This design comes from an exercise in tuning for small area on the open sky130 flow, not from production work.
Only simulation tests tie the RTL to the original design; equivalence was not proved.

==> indigo: inputs <==
## Pong
module Pong #(
    parameter CLOCK_FREQ = 25000
)(
    input clock,
    input reset,
    input key0,
    input key1,
    input key2,
    input key3,
    output [6:0] segZero,
    output [6:0] segOne,
    output [6:0] segFour,
    output [6:0] segFive,
    output             resetApp,
    output             LT24Wr_n,
    output             LT24Rd_n,
    output             LT24CS_n,
    output             LT24RS,
    output             LT24Reset_n,
    output [15:0]      LT24Data,
    output             LT24LCDOn
);
reg syncKey2a, syncKey2, syncKey3a, syncKey3;
reg menuState;
always @(posedge clock) begin
    syncKey2a <= key2;
    syncKey2  <= syncKey2a;
    syncKey3a <= key3;
    syncKey3  <= syncKey3a;
    if (reset)          menuState <= 1'b1;
    else if (menuState) menuState <= syncKey2;
    else                menuState <= !syncKey3 && !key3;
end
wire engineReset = reset || menuState || !syncKey3;
reg        engineResetDly;
reg [3:0]  phase;
reg [7:0]  xPix;       
reg [8:0]  yPix;       
reg        pixLoop;
wire phaseWrap = &phase;
wire xZero     = (xPix == 8'd0);
wire enterLoop = !pixLoop && xZero && phaseWrap;
always @(posedge clock) begin
    engineResetDly <= engineReset;
    if (engineResetDly) begin
        phase   <= 4'd8;
        xPix    <= 8'h37;
        yPix    <= 9'd0;
        pixLoop <= 1'b0;
    end else begin
        phase <= phase + 4'd1;
  ...
clock: 12.0 ns
lec_check: 0
cap_margin: 20
core_margin: 2
core_utilization: 40
slew_margin: 20
standard.sh (not shown) runs the stock make flow with config.mk's settings and CLKGATE_MAP_FILE= SYNTH_SCRIPT=/design/flow/synth_recipe.tcl, a recipe that flattens the netlist after the stock synthesis.
==> flow/flow/run.sh <==
#!/bin/bash
# Layout flow: the standard layout (standard.sh, all ORFS steps and settings)
# with these changes:
#  - synthesis: the final ABC technology mapping uses the area-oriented script
#    flow/area.abc instead of ORFS's; the rest of synth_recipe.tcl is unchanged,
#    so the registers are the standard synthesis's;
#  - port buffering uses the smallest buffer cell (sky130_fd_sc_hd__buf_1);
#  - adders are left to ABC (ADDER_MAP_FILE empty) instead of being mapped to
#    half/full adder cells before it;
#  - clock tree: clkbuf_8 buffers and no dummy loads (CTS_ARGS).
# The make output goes to flow_make.log; ORFS writes each step's log under orfs/logs.
set -euo pipefail
W=$(pwd)
cat "$W/flow/abc_override.tcl" "$W/synth_recipe.tcl" > "$W/area_synth.tcl"
export AREA_ABC_SCRIPT="$W/flow/area.abc"
sed -e "s#SYNTH_SCRIPT=[^ ]*#SYNTH_SCRIPT=$W/area_synth.tcl 'BUFFER_PORTS_ARGS=-buffer_cell sky130_fd_sc_hd__buf_1' ADDER_MAP_FILE= 'CTS_ARGS=-sink_clustering_enable -repair_clock_nets -buf_list sky130_fd_sc_hd__clkbuf_8 -dont_use_dummy_load'#" \
    "$W/standard.sh" > "$W/area_standard.sh"
bash "$W/area_standard.sh" > "$W/flow_make.log" 2>&1
test -s "$W/out/final.def"
==> flow/flow/abc_override.tcl <==
# Run ABC's final technology mapping with an area-oriented script (AREA_ABC_SCRIPT)
# instead of ORFS's; everything else in the standard synthesis is unchanged.
proc abc {args} {
  set out {}
  set i 0
  while {$i < [llength $args]} {
    set a [lindex $args $i]
    if {$a eq "-script"} {
      incr i
      lappend out -script $::env(AREA_ABC_SCRIPT)
    } else {
      lappend out $a
    }
    incr i
  }
  yosys abc {*}$out
}
==> flow/flow/area.abc <==
strash
dc2
dch -f
amap
strash
dc2
dch -f
amap
==> ember: changes against indigo <==
--- a/flow/design.v
+++ b/flow/design.v
@@ -36,62 +36,78 @@
 reg [3:0]  phase;
 reg [7:0]  xPix;       
 reg [8:0]  yPix;       
 reg        pixLoop;
 wire phaseWrap = &phase;
 wire xZero     = (xPix == 8'd0);
 wire enterLoop = !pixLoop && xZero && phaseWrap;
+wire xStep = phaseWrap && !enterLoop;
+wire xAt239 = pixLoop && xPix[7:5] == 3'b111 && xPix[3:0] == 4'hF;
+wire xWrap = xStep && xAt239;
+wire yStep = xWrap;
+wire yWrap = yStep && yPix[8] && yPix[5:0] == 6'h3F;    
+wire [7:0] xPixT;
+wire [8:0] yPixT;
+assign xPixT[0] = xStep;
+assign yPixT[0] = yStep;
+genvar gp;
+generate for (gp = 1; gp < 9; gp = gp + 1) begin : pixToggle
+    if (gp < 8) begin : gx
+        assign xPixT[gp] = xPixT[gp-1] && xPix[gp-1];
+    end
+    assign yPixT[gp] = yPixT[gp-1] && yPix[gp-1];
+end endgenerate
 always @(posedge clock) begin
     engineResetDly <= engineReset;
     if (engineResetDly) begin
         phase   <= 4'd8;
         xPix    <= 8'h37;
         yPix    <= 9'd0;
         pixLoop <= 1'b0;
     end else begin
         phase <= phase + 4'd1;
         if (enterLoop) pixLoop <= 1'b1;
-        if (phaseWrap && !enterLoop) begin
-            if (pixLoop && xPix[7:5] == 3'b111 && xPix[3:0] == 4'hF) begin    
-                xPix <= 8'd0;
-                yPix <= (yPix[8] && yPix[5:0] == 6'h3F) ? 9'd0 : yPix + 9'd1;    
-            end else begin
-                xPix <= xPix + 8'd1;
-            end
-        end
+        if (xWrap) xPix <= 8'd0;
+        else       xPix <= xPix ^ xPixT;
+        if (yWrap) yPix <= 9'd0;
+        else       yPix <= yPix ^ yPixT;
     end
 end
 wire dispReset  = engineResetDly ||
                   (!pixLoop && xPix == 8'h37 && phase[3:2] == 2'b10 && !(phase[1] && phase[0]));
 wire appRun     = pixLoop || (xZero && phase != 4'd0);    
 wire pixMode    = pixLoop || (xZero && phase >= 4'd3);    
 wire sendRegion = xZero || (xPix[7:4] == 4'hF &&           
                   (xPix[3:0] > 4'd3 || (xPix[3:0] == 4'd3 && phase >= 4'd4)));
 assign resetApp    = engineResetDly || !appRun;
 assign LT24Reset_n = !dispReset;
 assign LT24CS_n    = 1'b0;
 assign LT24Rd_n    = 1'b1;
 assign LT24LCDOn   = 1'b1;
-reg [5:0] padTimer, ballTimer;
+reg [1:0] preTimer;
+reg [3:0] ballTimer;
+reg [4:0] padTimer;
 wire stepSlot    = (phase[1:0] == 2'd0);
 wire tickSlot    = (phase[1:0] == 2'd3);
-wire tickPaddles = tickSlot && (padTimer == 6'd28);
-wire tickBall    = tickSlot && (ballTimer == 6'd22);
+wire preWrap     = stepSlot && preTimer[1];                  
+wire tickBall    = tickSlot && preTimer == 2'd1 && ballTimer == 4'd7;
+wire tickPaddles = tickSlot && preTimer == 2'd1 && padTimer == 5'd9;
 always @(posedge clock) begin
-    if (engineReset || engineResetDly || (stepSlot && padTimer[5:3] == 3'b111)) padTimer <= 6'd0;    
-    else padTimer <= padTimer + {5'd0, stepSlot};
-    if (engineReset || engineResetDly || (stepSlot && ballTimer[5] && ballTimer[3] && ballTimer[2])) ballTimer <= 6'd0;    
-    else ballTimer <= ballTimer + {5'd0, stepSlot};
+    if (engineReset || engineResetDly || preWrap) preTimer <= 2'd0;
+    else preTimer <= preTimer + {1'b0, stepSlot};
+    if (engineReset || engineResetDly || (preWrap && ballTimer == 4'd14)) ballTimer <= 4'd0;
+    else ballTimer <= ballTimer + {3'd0, preWrap};
+    if (engineReset || engineResetDly || (preWrap && padTimer[4] && padTimer[1])) padTimer <= 5'd0;    
+    else padTimer <= padTimer + {4'd0, preWrap};
 end
 reg [7:0] xBall;
 reg [7:0] yBallOff;    
 reg       xDir, yDir;
 reg [6:0] yPadROff, yPadLOff;    
 reg [3:0] scoreL, scoreR;
-reg       resetBall;
 wire       xDirNext, yDirNext;
 wire       padRUp, padRDown, padLUp, padLDown;
 reg        aiFlag, drawFlag;
 wire       aiFlagNext, drawFlagNext;
 always @(posedge clock) begin
     aiFlag   <= aiFlagNext;
     drawFlag <= drawFlagNext;
@@ -101,14 +117,16 @@
     .aiFlagNext(aiFlagNext), .drawFlagNext(drawFlagNext),
     .xBall(xBall), .yBallOff(yBallOff), .xDir(xDir), .yDir(yDir),
     .yPadROff(yPadROff), .yPadLOff(yPadLOff), .xPix(xPix), .yPix(yPix),
     .key0(key0), .key1(key1),
     .xDirNext(xDirNext), .yDirNext(yDirNext),
     .padRUp(padRUp), .padRDown(padRDown), .padLUp(padLUp), .padLDown(padLDown)
 );
+wire resetBall = (xBall[7:5] == 3'b111 && xBall[2:0] == 3'b111) ||    
+                 (xBall[7:3] == 5'd0 && xBall[1:0] == 2'b00);          
 wire ballMove = tickBall && !resetBall;
 wire [7:0] xBallT, yBallT;
 wire [6:0] yPadRT, yPadLT;
 assign xBallT[0] = ballMove;
 assign yBallT[0] = ballMove;
 genvar gi;
 generate for (gi = 1; gi < 8; gi = gi + 1) begin : ballToggle
@@ -148,23 +166,21 @@
 wire xAt230 = (xBall[7:5] == 3'b111) && (xBall[2:0] == 3'b110);
 wire xAt5   = (xBall[7:3] == 5'd0) && (xBall[1:0] == 2'b01);
 wire scoreWrap = (scoreL[3] && scoreL[1] && scoreL[0]) || (scoreR[3] && scoreR[1] && scoreR[0]);
 always @(posedge clock) begin
     if (engineReset) begin
         scoreL <= 4'd0;
         scoreR <= 4'd0;
-        resetBall <= 1'b0;
     end else if (tickBall) begin
-        if (!resetApp) resetBall <= xAt230 || xAt5;
         if (resetApp || scoreWrap) begin
             scoreL <= 4'd0;
             scoreR <= 4'd0;
         end else begin
-            scoreL <= scoreL + {3'd0, xAt230};
-            scoreR <= scoreR + {3'd0, xAt5};
+            scoreL <= scoreL ^ {xAt230 && scoreL[2] && scoreL[1] && scoreL[0], xAt230 && scoreL[1] && scoreL[0], xAt230 && scoreL[0], xAt230};
+            scoreR <= scoreR ^ {xAt5 && scoreR[2] && scoreR[1] && scoreR[0], xAt5 && scoreR[1] && scoreR[0], xAt5 && scoreR[0], xAt5};
         end
     end
 end
 ScoreTo7Segment scoreRightSeg (.score(scoreR), .seg({segOne, segZero}));
 ScoreTo7Segment scoreLeftSeg  (.score(scoreL), .seg({segFive, segFour}));
 reg objNext, objCur;
 always @(posedge clock) begin
@@ -225,21 +241,21 @@
 wire s0 = (slot == 2'd0);
 wire s1 = (slot == 2'd1);
 wire s2 = (slot == 2'd2);
 wire xSlot = s0 && drawGroup;
 wire       padSel = s2 ? xPix[7] : (!s0 && xBall[7]);
 wire [8:0] opA = (s1 || s2) ? yPix : (xSlot ? {1'b0, xPix} : {1'b0, yBallOff});
 wire [7:0] opB = s1 ? yBallOff : (xSlot ? xBall : {1'b0, (padSel ? yPadROff : yPadLOff)});
-wire [9:0] d   = {1'b0, opA} - {2'b0, opB};
-wire padLe0 = d[9] || (d <= 10'd12);
-wire padGe0 = !d[9] && (d >= 10'd12);
-wire in20   = d[9] ? (d >= 10'd1016) : (d <= 10'd32);
-wire in4    = (d >= 10'd169) && (d <= 10'd177);
-wire in14   = (d >= 10'd171) && (d <= 10'd199);
-wire inX    = d[9] ? (d >= 10'd1019) : (d <= 10'd3);
+wire [8:0] d   = opA - {1'b0, opB};
+wire padLe0 = (d >= 9'd392) || (d <= 9'd12);
+wire padGe0 = (d >= 9'd12) && (d <= 9'd139);
+wire in20   = (d >= 9'd504) || (d <= 9'd32);
+wire in4    = (d >= 9'd169) && (d <= 9'd177);
+wire in14   = (d >= 9'd171) && (d <= 9'd199);
+wire inX    = (d >= 9'd507) || (d <= 9'd3);
 wire x210  = (xBall == 8'd210);
 wire x30   = (xBall == 8'd30);
 wire x10   = (xBall == 8'd10);
 wire colR  = x210 && in20;
 wire colL  = x30 && in20;
 wire hc1   = (colR || colL) && padLe0;
 wire hc0   = (colR || (x10 && in20)) && padGe0;
@@ -260,15 +276,23 @@
                       s1    ? (drawFlag && in4) :
                       s2    ? (drawFlag || (padCol && in14)) : drawFlag;
 endmodule
 module InitRom(romIdx, romv);
   input [6:0] romIdx;
   wire [6:0] romIdx;
   output [8:0] romv;
-  wire [8:0] romv;
+  wire romv_0;
+  wire romv_1;
+  wire romv_2;
+  wire romv_3;
+  wire romv_4;
+  wire romv_5;
+  wire romv_6;
+  wire romv_7;
+  wire romv_8;
   wire _0_;
   wire _100_;
   wire _101_;
   wire _102_;
   wire _103_;
   wire _104_;
   wire _105_;
@@ -659,15 +683,15 @@
   assign _132_ = _133_ | _142_;
   assign _131_ = romIdx[1] & ~(_193_);
   assign _130_ = _131_ | _252_;
   assign _129_ = romIdx[1] & ~(_130_);
   assign _128_ = _129_ | _132_;
   assign _127_ = _128_ | _144_;
   assign _126_ = _127_ | _156_;
-  assign romv[2] = _126_ | _172_;
+  assign romv_2 = _126_ | _172_;
   assign _125_ = ~romIdx[4];
   assign _124_ = ~(_193_ & _125_);
   assign _123_ = _138_ | _191_;
   assign _122_ = _222_ & ~(_245_);
   assign _121_ = _207_ | ~(_213_);
   assign _120_ = romIdx[1] | ~(romIdx[2]);
   assign _119_ = ~(_120_ | _235_);
@@ -726,69 +750,69 @@
   assign _66_ = _67_ | _70_;
   assign _65_ = romIdx[3] & ~(romIdx[6]);
   assign _64_ = ~(_65_ | _83_);
   assign _63_ = _253_ | _125_;
   assign _62_ = _192_ & ~(_63_);
   assign _61_ = ~(_62_ | _214_);
   assign _60_ = _61_ & ~(_64_);
-  assign romv[8] = _60_ | ~(_66_);
+  assign romv_8 = _60_ | ~(_66_);
   assign _59_ = romIdx[0] & ~(_213_);
   assign _58_ = _195_ & ~(_59_);
-  assign _57_ = romv[2] & ~(_58_);
+  assign _57_ = romv_2 & ~(_58_);
   assign _56_ = _186_ & ~(_244_);
   assign _55_ = _130_ & ~(_56_);
   assign _54_ = _242_ & ~(_55_);
   assign _53_ = _178_ | _69_;
   assign _52_ = ~(_136_ & romIdx[6]);
   assign _51_ = _119_ | _180_;
   assign _50_ = _52_ & ~(_51_);
   assign _49_ = _53_ & ~(_50_);
   assign _48_ = _49_ | _54_;
   assign _47_ = _204_ & ~(_48_);
   assign _46_ = _74_ & ~(_47_);
-  assign romv[4] = _46_ | _57_;
+  assign romv_4 = _46_ | _57_;
   assign _45_ = romIdx[3] | romIdx[6];
   assign _44_ = romIdx[0] & ~(romIdx[5]);
   assign _43_ = _44_ & ~(_206_);
   assign _42_ = _45_ & ~(_43_);
   assign _41_ = _48_ & ~(_42_);
   assign _40_ = _41_ | _144_;
-  assign romv[1] = _40_ | ~(_97_);
+  assign romv_1 = _40_ | ~(_97_);
   assign _39_ = romIdx[6] & ~(romIdx[2]);
   assign _38_ = _39_ & _141_;
   assign _37_ = _38_ | _77_;
-  assign romv[5] = _37_ | ~(_79_);
-  assign romv[7] = _133_ | _197_;
+  assign romv_5 = _37_ | ~(_79_);
+  assign romv_7 = _133_ | _197_;
   assign _36_ = _61_ | _71_;
   assign _35_ = _197_ & ~(_36_);
   assign _34_ = _39_ & ~(_235_);
   assign _33_ = romIdx[2] & ~(_166_);
   assign _32_ = _33_ | _34_;
   assign _31_ = ~(_32_ | _190_);
   assign _30_ = _31_ & _222_;
   assign _29_ = _155_ & ~(_30_);
   assign _28_ = _186_ & _196_;
   assign _27_ = _28_ | _88_;
   assign _26_ = _27_ | _132_;
   assign _25_ = _26_ | _29_;
-  assign romv[6] = _25_ | _35_;
+  assign romv_6 = _25_ | _35_;
   assign _24_ = _223_ & ~(_31_);
   assign _23_ = _120_ | romIdx[0];
   assign _22_ = _124_ | ~(_216_);
   assign _21_ = _169_ | romIdx[1];
   assign _20_ = _21_ | _43_;
   assign _19_ = _22_ & ~(_20_);
   assign _18_ = _23_ & ~(_19_);
   assign _17_ = _18_ | _24_;
   assign _16_ = _171_ & ~(_240_);
   assign _15_ = _16_ & ~(_158_);
   assign _14_ = _219_ & ~(_15_);
   assign _13_ = _14_ | _244_;
   assign _12_ = _91_ & ~(_13_);
-  assign romv[3] = _17_ & ~(_12_);
+  assign romv_3 = _17_ & ~(_12_);
   assign _11_ = _244_ & ~(_39_);
   assign _10_ = _95_ & ~(_11_);
   assign _9_ = _10_ | _66_;
   assign _8_ = _66_ & ~(_11_);
   assign _7_ = _95_ & ~(_114_);
   assign _6_ = _7_ | _8_;
   assign _5_ = _9_ & ~(_6_);
@@ -809,21 +833,35 @@
   assign _260_ = _227_ | _235_;
   assign _259_ = _260_ & ~(_141_);
   assign _258_ = romIdx[6] & ~(_259_);
   assign _257_ = _243_ & ~(romIdx[2]);
   assign _256_ = _257_ | _77_;
   assign _255_ = _256_ | _258_;
   assign _254_ = _255_ | _261_;
-  assign romv[0] = _254_ | _5_;
+  assign romv_0 = _254_ | _5_;
+  assign romv = {romv_8, romv_7, romv_6, romv_5, romv_4, romv_3, romv_2, romv_1, romv_0};
 endmodule
 module ScoreTo7Segment(score, seg);
   input [3:0] score;
   wire [3:0] score;
   output [13:0] seg;
-  wire [13:0] seg;
+  wire seg_0;
+  wire seg_1;
+  wire seg_2;
+  wire seg_3;
+  wire seg_4;
+  wire seg_5;
+  wire seg_6;
+  wire seg_7;
+  wire seg_8;
+  wire seg_9;
+  wire seg_10;
+  wire seg_11;
+  wire seg_12;
+  wire seg_13;
   wire _0_;
   wire _1_;
   wire _2_;
   wire _3_;
   wire _4_;
   wire _5_;
   wire _6_;
@@ -832,21 +870,22 @@
   wire _9_;
   assign _7_ = score[0] | score[1];
   assign _6_ = score[2] & ~(_7_);
   assign _5_ = ~score[0];
   assign _4_ = ~(score[2] | score[3]);
   assign _8_ = score[1] ? score[3] : _4_;
   assign _9_ = _8_ & ~(_5_);
-  assign seg[6] = _9_ | _6_;
-  assign seg[2] = _6_ | score[0];
+  assign seg_6 = _9_ | _6_;
+  assign seg_2 = _6_ | score[0];
   assign _0_ = ~(score[0] & score[1]);
   assign _1_ = ~(_4_ & _7_);
-  assign seg[1] = ~(_1_ & _0_);
+  assign seg_1 = ~(_1_ & _0_);
   assign _2_ = score[2] & ~(_0_);
-  assign seg[3] = _2_ | seg[6];
+  assign seg_3 = _2_ | seg_6;
   assign _3_ = ~(_7_ & score[2]);
-  assign seg[5] = _0_ & ~(_3_);
-  assign seg[0] = _2_ | _8_;
-  assign seg[8] = score[1] & score[3];
-  assign seg[4] = _5_ & ~(_1_);
-  assign { seg[13:9], seg[7] } = { seg[8], 2'h0, seg[8], seg[8], 1'h1 };
+  assign seg_5 = _0_ & ~(_3_);
+  assign seg_0 = _2_ | _8_;
+  assign seg_8 = score[1] & score[3];
+  assign seg_4 = _5_ & ~(_1_);
+  assign { seg_13, seg_12, seg_11, seg_10, seg_9, seg_7 } = { seg_8, 2'h0, seg_8, seg_8, 1'h1 };
+  assign seg = {seg_13, seg_12, seg_11, seg_10, seg_9, seg_8, seg_7, seg_6, seg_5, seg_4, seg_3, seg_2, seg_1, seg_0};
 endmodule
--- a/flow/flow/run.sh
+++ b/flow/flow/run.sh
@@ -1,12 +1,12 @@
 #!/bin/bash
 # Layout flow: the standard layout (standard.sh, all ORFS steps and settings)
 # with these changes:
 #  - synthesis: the final ABC technology mapping uses the area-oriented script
-#    flow/area.abc instead of ORFS's; the rest of synth_recipe.tcl is unchanged,
+#    flow/area.abc (3 minutes of &deepsyn, then area mapping) instead of ORFS's; the rest of synth_recipe.tcl is unchanged,
 #    so the registers are the standard synthesis's;
 #  - port buffering uses the smallest buffer cell (sky130_fd_sc_hd__buf_1);
 #  - adders are left to ABC (ADDER_MAP_FILE empty) instead of being mapped to
 #    half/full adder cells before it;
 #  - clock tree: clkbuf_8 buffers and no dummy loads (CTS_ARGS).
 # The make output goes to flow_make.log; ORFS writes each step's log under orfs/logs.
 set -euo pipefail
==> flow/flow/area.abc (replaced) <==
strash
&get -n
&deepsyn -T 180 -S 3
&put
dch -f
amap
==> harbor: changes against indigo <==
--- a/flow/design.v
+++ b/flow/design.v
@@ -47,17 +47,17 @@
         xPix    <= 8'h37;
         yPix    <= 9'd0;
         pixLoop <= 1'b0;
     end else begin
         phase <= phase + 4'd1;
         if (enterLoop) pixLoop <= 1'b1;
         if (phaseWrap && !enterLoop) begin
-            if (pixLoop && xPix[7:5] == 3'b111 && xPix[3:0] == 4'hF) begin    
+            if (pixLoop && xPix == 8'd239) begin
                 xPix <= 8'd0;
-                yPix <= (yPix[8] && yPix[5:0] == 6'h3F) ? 9'd0 : yPix + 9'd1;    
+                yPix <= (yPix == 9'd319) ? 9'd0 : yPix + 9'd1;
             end else begin
                 xPix <= xPix + 8'd1;
             end
         end
     end
 end
 wire dispReset  = engineResetDly ||
@@ -73,17 +73,17 @@
 assign LT24LCDOn   = 1'b1;
 reg [5:0] padTimer, ballTimer;
 wire stepSlot    = (phase[1:0] == 2'd0);
 wire tickSlot    = (phase[1:0] == 2'd3);
 wire tickPaddles = tickSlot && (padTimer == 6'd28);
 wire tickBall    = tickSlot && (ballTimer == 6'd22);
 always @(posedge clock) begin
-    if (engineReset || engineResetDly || (stepSlot && padTimer[5:3] == 3'b111)) padTimer <= 6'd0;    
+    if (engineReset || engineResetDly || (stepSlot && padTimer == 6'd56)) padTimer <= 6'd0;
     else padTimer <= padTimer + {5'd0, stepSlot};
-    if (engineReset || engineResetDly || (stepSlot && ballTimer[5] && ballTimer[3] && ballTimer[2])) ballTimer <= 6'd0;    
+    if (engineReset || engineResetDly || (stepSlot && ballTimer == 6'd44)) ballTimer <= 6'd0;
     else ballTimer <= ballTimer + {5'd0, stepSlot};
 end
 reg [7:0] xBall;
 reg [7:0] yBallOff;    
 reg       xDir, yDir;
 reg [6:0] yPadROff, yPadLOff;    
 reg [3:0] scoreL, scoreR;
@@ -102,28 +102,19 @@
     .xBall(xBall), .yBallOff(yBallOff), .xDir(xDir), .yDir(yDir),
     .yPadROff(yPadROff), .yPadLOff(yPadLOff), .xPix(xPix), .yPix(yPix),
     .key0(key0), .key1(key1),
     .xDirNext(xDirNext), .yDirNext(yDirNext),
     .padRUp(padRUp), .padRDown(padRDown), .padLUp(padLUp), .padLDown(padLDown)
 );
 wire ballMove = tickBall && !resetBall;
-wire [7:0] xBallT, yBallT;
-wire [6:0] yPadRT, yPadLT;
-assign xBallT[0] = ballMove;
-assign yBallT[0] = ballMove;
-genvar gi;
-generate for (gi = 1; gi < 8; gi = gi + 1) begin : ballToggle
-    assign xBallT[gi] = xBallT[gi-1] && (xBall[gi-1] ^ !xDir);
-    assign yBallT[gi] = yBallT[gi-1] && (yBallOff[gi-1] ^ !yDir);
-end endgenerate
 always @(posedge clock) begin
     if (engineReset || (tickBall && resetBall)) xBall <= 8'd115;
-    else xBall <= xBall ^ xBallT;
+    else xBall <= xBall + {{7{ballMove && !xDir}}, ballMove};
     if (engineReset) yBallOff <= 8'd67;    
-    else yBallOff <= yBallOff ^ yBallT;
+    else yBallOff <= yBallOff + {{7{ballMove && !yDir}}, ballMove};
     if (engineReset) begin
         xDir <= 1'b0;
         yDir <= 1'b0;
     end else if (ballMove) begin
         xDir <= xDirNext;
         yDir <= yDirNext;
     end
@@ -131,40 +122,32 @@
 wire padReset = engineReset || (tickPaddles && resetApp);
 wire padStep  = tickPaddles && !resetApp;
 always @(posedge clock) begin
     if (padReset) begin
         yPadROff <= 7'd55;    
         yPadLOff <= 7'd55;
     end else begin
-        yPadROff <= yPadROff ^ yPadRT;
-        yPadLOff <= yPadLOff ^ yPadLT;
+        yPadROff <= yPadROff + {{6{padStep && padRUp}}, padStep && (padRUp || padRDown)};
+        yPadLOff <= yPadLOff + {{6{padStep && padLUp}}, padStep && (padLUp || padLDown)};
     end
 end
-assign yPadRT[0] = padStep && (padRUp || padRDown);
-assign yPadLT[0] = padStep && (padLUp || padLDown);
-generate for (gi = 1; gi < 7; gi = gi + 1) begin : padToggle
-    assign yPadRT[gi] = yPadRT[gi-1] && (yPadROff[gi-1] ^ padRUp);
-    assign yPadLT[gi] = yPadLT[gi-1] && (yPadLOff[gi-1] ^ padLUp);
-end endgenerate
-wire xAt230 = (xBall[7:5] == 3'b111) && (xBall[2:0] == 3'b110);
-wire xAt5   = (xBall[7:3] == 5'd0) && (xBall[1:0] == 2'b01);
-wire scoreWrap = (scoreL[3] && scoreL[1] && scoreL[0]) || (scoreR[3] && scoreR[1] && scoreR[0]);
+wire scoreWrap = (scoreL == 4'd11) || (scoreR == 4'd11);
 always @(posedge clock) begin
     if (engineReset) begin
         scoreL <= 4'd0;
         scoreR <= 4'd0;
         resetBall <= 1'b0;
     end else if (tickBall) begin
-        if (!resetApp) resetBall <= xAt230 || xAt5;
+        if (!resetApp) resetBall <= (xBall == 8'd230) || (xBall == 8'd5);
         if (resetApp || scoreWrap) begin
             scoreL <= 4'd0;
             scoreR <= 4'd0;
         end else begin
-            scoreL <= scoreL + {3'd0, xAt230};
-            scoreR <= scoreR + {3'd0, xAt5};
+            scoreL <= scoreL + {3'd0, xBall == 8'd230};
+            scoreR <= scoreR + {3'd0, xBall == 8'd5};
         end
     end
 end
 ScoreTo7Segment scoreRightSeg (.score(scoreR), .seg({segOne, segZero}));
 ScoreTo7Segment scoreLeftSeg  (.score(scoreL), .seg({segFive, segFour}));
 reg objNext, objCur;
 always @(posedge clock) begin
@@ -240,27 +223,24 @@
 wire x30   = (xBall == 8'd30);
 wire x10   = (xBall == 8'd10);
 wire colR  = x210 && in20;
 wire colL  = x30 && in20;
 wire hc1   = (colR || colL) && padLe0;
 wire hc0   = (colR || (x10 && in20)) && padGe0;
 assign xDirNext = colR ? 1'b0 : (colL ? 1'b1 : xDir);
-wire yBallLow  = (yBallOff[7:1] == 7'd0);                       
-wire yBallHigh = yBallOff[7] && yBallOff[3] && yBallOff[1];     
-assign yDirNext = yDir ? !(hc1 || yBallHigh) : ((!hc1 && hc0) || yBallLow);
+assign yDirNext = yDir ? !(hc1 || yBallOff > 8'd137) : ((!hc1 && hc0) || yBallOff < 8'd2);
 assign aiFlagNext = (s0 && !drawGroup) ? padLe0 : aiFlag;
 wire leftDown = xDir ? (yPadLOff < 7'd54) : !aiFlag;    
 wire leftUp   = xDir ? (yPadLOff > 7'd56) : aiFlag;     
 assign padRDown = !key1 && (yPadROff != 7'd120);
 assign padRUp   = !padRDown && !key0 && (yPadROff != 7'd0);
 assign padLDown = leftDown && (yPadLOff != 7'd120);
 assign padLUp   = !padLDown && leftUp && (yPadLOff != 7'd0);
 wire padCol   = ((xPix >= 8'd215) && (xPix <= 8'd223)) || ((xPix >= 8'd15) && (xPix <= 8'd23));
-wire xBallIs4 = (xBall[7:3] == 5'd0) && (xBall[1:0] == 2'd0);
-assign drawFlagNext = xSlot ? (!xBallIs4 && inX) :
+assign drawFlagNext = xSlot ? ((xBall >= 8'd5) && inX) :
                       s1    ? (drawFlag && in4) :
                       s2    ? (drawFlag || (padCol && in14)) : drawFlag;
 endmodule
 module InitRom(romIdx, romv);
   input [6:0] romIdx;
   wire [6:0] romIdx;
   output [8:0] romv;
==> impl_metrics.env <==
export IMPL_crit_cells=18
export IMPL_cp_num_buf_inv=3
export IMPL_path_cells="clkinv_1 -> nor2_1 -> nand2_1 -> o211ai_1 -> a222oi_1 -> clkinv_1 -> o31ai_1 -> o32ai_1 -> a21boi_0 -> o21ai_0 -> nor2_1 -> o22ai_1 -> a211o_1 -> nor2b_1 -> o221ai_1 -> a21oi_1 -> o21ai_0 -> buf_1"
export IMPL_status="complete, no violations"
export IMPL_buffers=53
export IMPL_met1_usage_pct=34.80
export IMPL_place_hpwl_mm=14.97
export IMPL_fmaxAchievable_mhz=134.6
export IMPL_final_cells=1101
export IMPL_clock_latency_ns=0.38
export IMPL_crit_arrival_ns=5.03
# the run above: ember

==> impl_metrics.env <==
export IMPL_path_cells="buf_4 -> clkinv_1 -> nor2_1 -> clkinv_1 -> o22ai_1 -> a21oi_1 -> o22ai_1 -> o21ai_0 -> o211ai_1 -> a221oi_1 -> o21a_1 -> o21ai_0 -> a21oi_1 -> o32ai_1 -> o21a_1 -> o2111ai_1 -> o21ai_0 -> a221oi_1 -> nor4_1 -> a21oi_1 -> or3_1 -> buf_1"
export IMPL_final_cells=1208
export IMPL_buffers=51
export IMPL_clock_latency_ns=0.38
export IMPL_met1_usage_pct=37.80
export IMPL_place_hpwl_mm=16.92
export IMPL_cp_num_buf_inv=4
export IMPL_status="complete, no violations"
export IMPL_fmaxAchievable_mhz=119.5
# the run above: harbor

==> impl_metrics.env <==
export IMPL_cp_num_buf_inv=4
export IMPL_dr_pass1_iters=5
export IMPL_synth_edf_count=2
export IMPL_place_hpwl_mm=15.74
export IMPL_clock_latency_ns=0.39
export IMPL_grt_pass1_wl_mm=31.86
export IMPL_drt_iter0_markers=724
export IMPL_buffers=53
export IMPL_final_cells=1173
export IMPL_fmaxAchievable_mhz=115.3
export IMPL_flops_and_latches=85
export IMPL_crit_arrival_ns=6.27
export IMPL_path_cells="clkinv_1 -> nor2_1 -> clkinv_1 -> o22ai_1 -> o22ai_1 -> o31ai_1 -> clkinv_1 -> o221ai_1 -> a21oi_1 -> o32a_1 -> o21ai_0 -> a21oi_1 -> o32ai_1 -> o21a_1 -> o2111ai_1 -> o21ai_0 -> a21oi_1 -> a221oi_1 -> a2111oi_0 -> o21ai_0 -> buf_1"
export IMPL_status="complete, no violations"
export IMPL_crit_cells=21
export IMPL_holdWs_ns=0.3376
export IMPL_drc=0
export IMPL_ant_nets=0
# the run above: indigo

port drivers added, routing unchanged:
Ports are ideal in the flow. The routed layouts listed here were re-timed in OpenROAD.
Step 1, drivers: a clkbuf_16 drives clock and a buf_2 each remaining input, both assumed.
Step 2, shift: input delay + t, output delay - t, t = (earliest + latest rising clock arrival at the registers) / 2. This alone moves slack from input paths to output paths.
a / b / c = no drivers / after step 1 / after step 2; a / b = the first two.
run	t, ns	slack for setup (ns)	hold slack, ns	clock arrival spread, ns	slew at the worst register clock pin (ns)
indigo	0.404	3.327 / 3.290 / 3.694	0.338 / 0.338 / 0.338	0.042 / 0.043	0.11 / 0.11
ember	0.400	4.573 / 4.535 / 4.935	0.330 / 0.330 / 0.330	0.026 / 0.025	0.09 / 0.09
harbor	0.401	3.630 / 3.596 / 3.997	0.332 / 0.332 / 0.332	0.027 / 0.027	0.09 / 0.09
After both steps every run listed still meets setup and hold.
